Background: an optimization exercise with open tools, aiming at small area. Do not read the settings as production practice.
Only simulation tests tie the RTL to the original design; equivalence was not proved.
No activity file was given, so power comes from the tool's default toggle rates.

// gcode_parser
module gcode_parser (
	input         i_Clock,
	input         i_Reset,
	input         i_GValid,
	input  [7:0]  i_GData,
	input         i_TValid,
	input  [7:0]  i_TData,
	output [19:0] o_FBinary,
	output [19:0] o_XBinary,
	output [19:0] o_YBinary,
	output [19:0] o_ZBinary,
	output [19:0] o_EBinary,
	output [7:0]  o_S1Binary,
	output [7:0]  o_S2Binary,
	output [7:0]  o_S3Binary,
	output [7:0]  o_HBinary,
	output [7:0]  o_BBinary,
	output        o_XDirection,
	output        o_YDirection,
	output        o_ZDirection,
	output        o_EDirection,
	output        o_GLineComplete,
	output        o_TLineComplete
	);
	function [19:0] ripple20(input [19:0] a, input [19:0] b, input ci);
		integer i;
		reg c;
		begin
			c = ci;
			for (i = 0; i < 20; i = i + 1) begin
				ripple20[i] = a[i] ^ b[i] ^ c;
				c = a[i] & b[i] | a[i] & c | b[i] & c;
			end
		end
	endfunction
	function [7:0] ripple8(input [7:0] a, input [7:0] b, input ci);
		integer i;
		reg c;
		begin
			c = ci;
			for (i = 0; i < 8; i = i + 1) begin
				ripple8[i] = a[i] ^ b[i] ^ c;
				c = a[i] & b[i] | a[i] & c | b[i] & c;
			end
		end
	endfunction
	localparam G_IDLE = 4'b0000, G_CMD = 4'b0110,
	           G_X = 4'b0001, G_Y = 4'b0010, G_Z = 4'b0011, G_E = 4'b0100, G_F = 4'b0101,
	           G_S1 = 4'b1001, G_S2 = 4'b1101, G_S3 = 4'b1111;
	reg  [3:0]  g_state;
	reg  [6:0]  g_cnt;       
	reg         g_lc;
	reg  [23:0] w_f;                  
	reg  [23:0] w_x, w_y, w_z, w_e;   
	reg  [19:0] r_f, r_x, r_y, r_z, r_e;
	reg  [7:0]  r_s1, r_s2, r_s3;
	reg         r_dx, r_dy, r_dz, r_de;
	wire       g_take = i_GValid & (g_cnt == 7'd0);
	wire       g_cr   = i_GData == 8'd13;
	wire       g_sp   = i_GData == 8'd32;
	wire       g_mi   = i_GData == 8'd45;
	wire [3:0] g_dig  = i_GData[3:0];
  ...
Size in the first run: roughly 1100 cells after synthesis, about 290 flip-flops, roughly 0.012 mm² of cells after synthesis.
export LEC_CHECK = 0
export CAP_MARGIN = 0
export CORE_MARGIN = 2
export CORE_UTILIZATION = 55
export SLEW_MARGIN = 0
create_clock -name core_clock -period 10.0 [get_ports {i_Clock}]
standard.sh (not shown) runs the stock make flow with config.mk's settings and CLKGATE_MAP_FILE= SYNTH_SCRIPT=/design/flow/synth_recipe.tcl, a recipe that flattens the netlist after the stock synthesis.
==> flow/flow/run.sh <==
#!/bin/bash
# The standard layout (standard.sh: the ORFS flow and synthesis script),
# with three options changed:
#  - ABC maps the logic for area (strash; dch -f; amap) instead of ORFS's
#    delay-oriented script; flip-flops are mapped before ABC, as before;
#  - port buffers are sky130_fd_sc_hd__buf_1 instead of the buffer_ports
#    default (a clkdlybuf4s50_1 delay cell);
#  - clock tree: clkbuf_8 cluster buffers and no dummy loads.
# make's full output goes to flow.log here; ORFS keeps each step's log under
# orfs/logs/.
set -euo pipefail
rm -rf scripts_area
cp -r "$FLOW_HOME/scripts" scripts_area
printf 'strash\ndch -f\namap\ntopo\n' > scripts_area/abc_speed.script
bash standard.sh \
  "SCRIPTS_DIR=$PWD/scripts_area" \
  "BUFFER_PORTS_ARGS=-buffer_cell sky130_fd_sc_hd__buf_1" \
  "CTS_ARGS=-sink_clustering_enable -repair_clock_nets -buf_list sky130_fd_sc_hd__clkbuf_16 -sink_clustering_size 30 -sink_clustering_max_diameter 100 -dont_use_dummy_load" \
  finish > flow.log 2>&1
The starting point produced a clean layout.
Rerun with:
--- a/flow/flow/run.sh
+++ b/flow/flow/run.sh
@@ -3 +3 @@
-# with three options changed:
+# with these options changed:
@@ -5,0 +6 @@
+#  - no ADDER_MAP_FILE: adders are left to ABC instead of fa/ha cells;
@@ -8 +9,2 @@
-#  - clock tree: clkbuf_8 cluster buffers and no dummy loads.
+#  - clock tree: clkbuf_8 cluster buffers (at most 16 sinks, 80 um) and no
+#    dummy loads.
@@ -14 +16 @@
-printf 'strash\ndch -f\namap\ntopo\n' > scripts_area/abc_speed.script
+printf 'strash\ndch -f\namap -F 50 -A 50\ntopo\n' > scripts_area/abc_speed.script
@@ -16,0 +19 @@
+  "ADDER_MAP_FILE=" \
@@ -18 +21 @@
-  "CTS_ARGS=-sink_clustering_enable -repair_clock_nets -buf_list sky130_fd_sc_hd__clkbuf_16 -sink_clustering_size 30 -sink_clustering_max_diameter 100 -dont_use_dummy_load" \
+  "CTS_ARGS=-sink_clustering_enable -repair_clock_nets -buf_list sky130_fd_sc_hd__clkbuf_8 -sink_clustering_size 16 -sink_clustering_max_diameter 80 -dont_use_dummy_load" \
--- a/flow/config.mk
+++ b/flow/config.mk
@@ -8 +8 @@
-export CAP_MARGIN = 0
+export CAP_MARGIN = 20
@@ -10,2 +10,2 @@
-export CORE_UTILIZATION = 55
-export SLEW_MARGIN = 0
+export CORE_UTILIZATION = 62
+export SLEW_MARGIN = 20
Result: Worst setup slack is better by 0.35 ns; count of clock-buffer cells in the layout rises by 9; cell area falls slightly; area after synthesis falls slightly.
Rerun with:
--- a/flow/flow/run.sh
+++ b/flow/flow/run.sh
@@ -3 +3 @@
-# with these options changed:
+# with three options changed:
@@ -6 +5,0 @@
-#  - no ADDER_MAP_FILE: adders are left to ABC instead of fa/ha cells;
@@ -9,2 +8 @@
-#  - clock tree: clkbuf_8 cluster buffers (at most 16 sinks, 80 um) and no
-#    dummy loads.
+#  - clock tree: clkbuf_8 cluster buffers and no dummy loads.
@@ -19 +16,0 @@
-  "ADDER_MAP_FILE=" \
@@ -21 +18 @@
-  "CTS_ARGS=-sink_clustering_enable -repair_clock_nets -buf_list sky130_fd_sc_hd__clkbuf_8 -sink_clustering_size 16 -sink_clustering_max_diameter 80 -dont_use_dummy_load" \
+  "CTS_ARGS=-sink_clustering_enable -repair_clock_nets -buf_list sky130_fd_sc_hd__clkbuf_16 -sink_clustering_size 30 -sink_clustering_max_diameter 100 -dont_use_dummy_load" \
--- a/flow/config.mk
+++ b/flow/config.mk
@@ -10 +10 @@
-export CORE_UTILIZATION = 62
+export CORE_UTILIZATION = 55
What happened: The new run ran to the end with no violations. Power increases slightly. Wire length went up slightly. Area after synthesis goes up slightly.
Rerun with:
--- a/flow/flow/run.sh
+++ b/flow/flow/run.sh
@@ -14 +14 @@
-printf 'strash\ndch -f\namap -F 50 -A 50\ntopo\n' > scripts_area/abc_speed.script
+printf 'strash\ndch -f\namap\ntopo\n' > scripts_area/abc_speed.script
--- a/flow/config.mk
+++ b/flow/config.mk
@@ -10,0 +11 @@
+export GPL_TIMING_DRIVEN = 0
What happened:
- core utilization came out higher by 1.0 points
- global-route usage came out lower by 0.64 points
- count of clock-buffer cells in the layout stays the same
- wire length came out lower by 1.9%
- cell area came out higher by 1.9%
- clock power barely changes
- synthesized cell count came out higher by 1.8%
- power came out lower by 3.0%
- die area came out higher by 0.49%

-- what the ideal ports hide --
Ports are ideal in the flow. The routed layouts listed here were re-timed in OpenROAD. Step 1 (the two cells are an assumption about what drives the block):
set clk [get_ports {i_Clock}]
set_driving_cell -lib_cell sky130_fd_sc_hd__clkbuf_16 $clk
set_driving_cell -lib_cell sky130_fd_sc_hd__buf_2 [delete_from_list [all_inputs] $clk]
Step 2 adds t to the input delays and takes it off the output delays; t is the mean of the earliest and latest rising clock arrival at the registers after step 1. Input paths then give back, and output paths get back, about the clock's delay inside the block. Slacks: no drivers / after step 1 / after step 2; pairs: no drivers / after step 1.
run | t (ns) | slack for setup (ns) | worst hold slack (ns) | clock arrival spread, ns | worst data-port slew with drivers (ns)
the first run | 0.518 | 1.961 / 1.961 / 1.961 | 0.491 / 0.491 / 0.491 | 0.024 / 0.024 | 0.07
the second run | 0.568 | 2.312 / 2.312 / 2.312 | 0.437 / 0.437 / 0.437 | 0.054 / 0.054 | 0.08
the third run | 0.527 | 1.898 / 1.898 / 1.898 | 0.489 / 0.489 / 0.489 | 0.027 / 0.028 | 0.07
the fourth run | 0.524 | 1.926 / 1.926 / 1.926 | 0.488 / 0.488 / 0.488 | 0.023 / 0.022 | 0.07
After both steps every run listed still meets setup and hold.
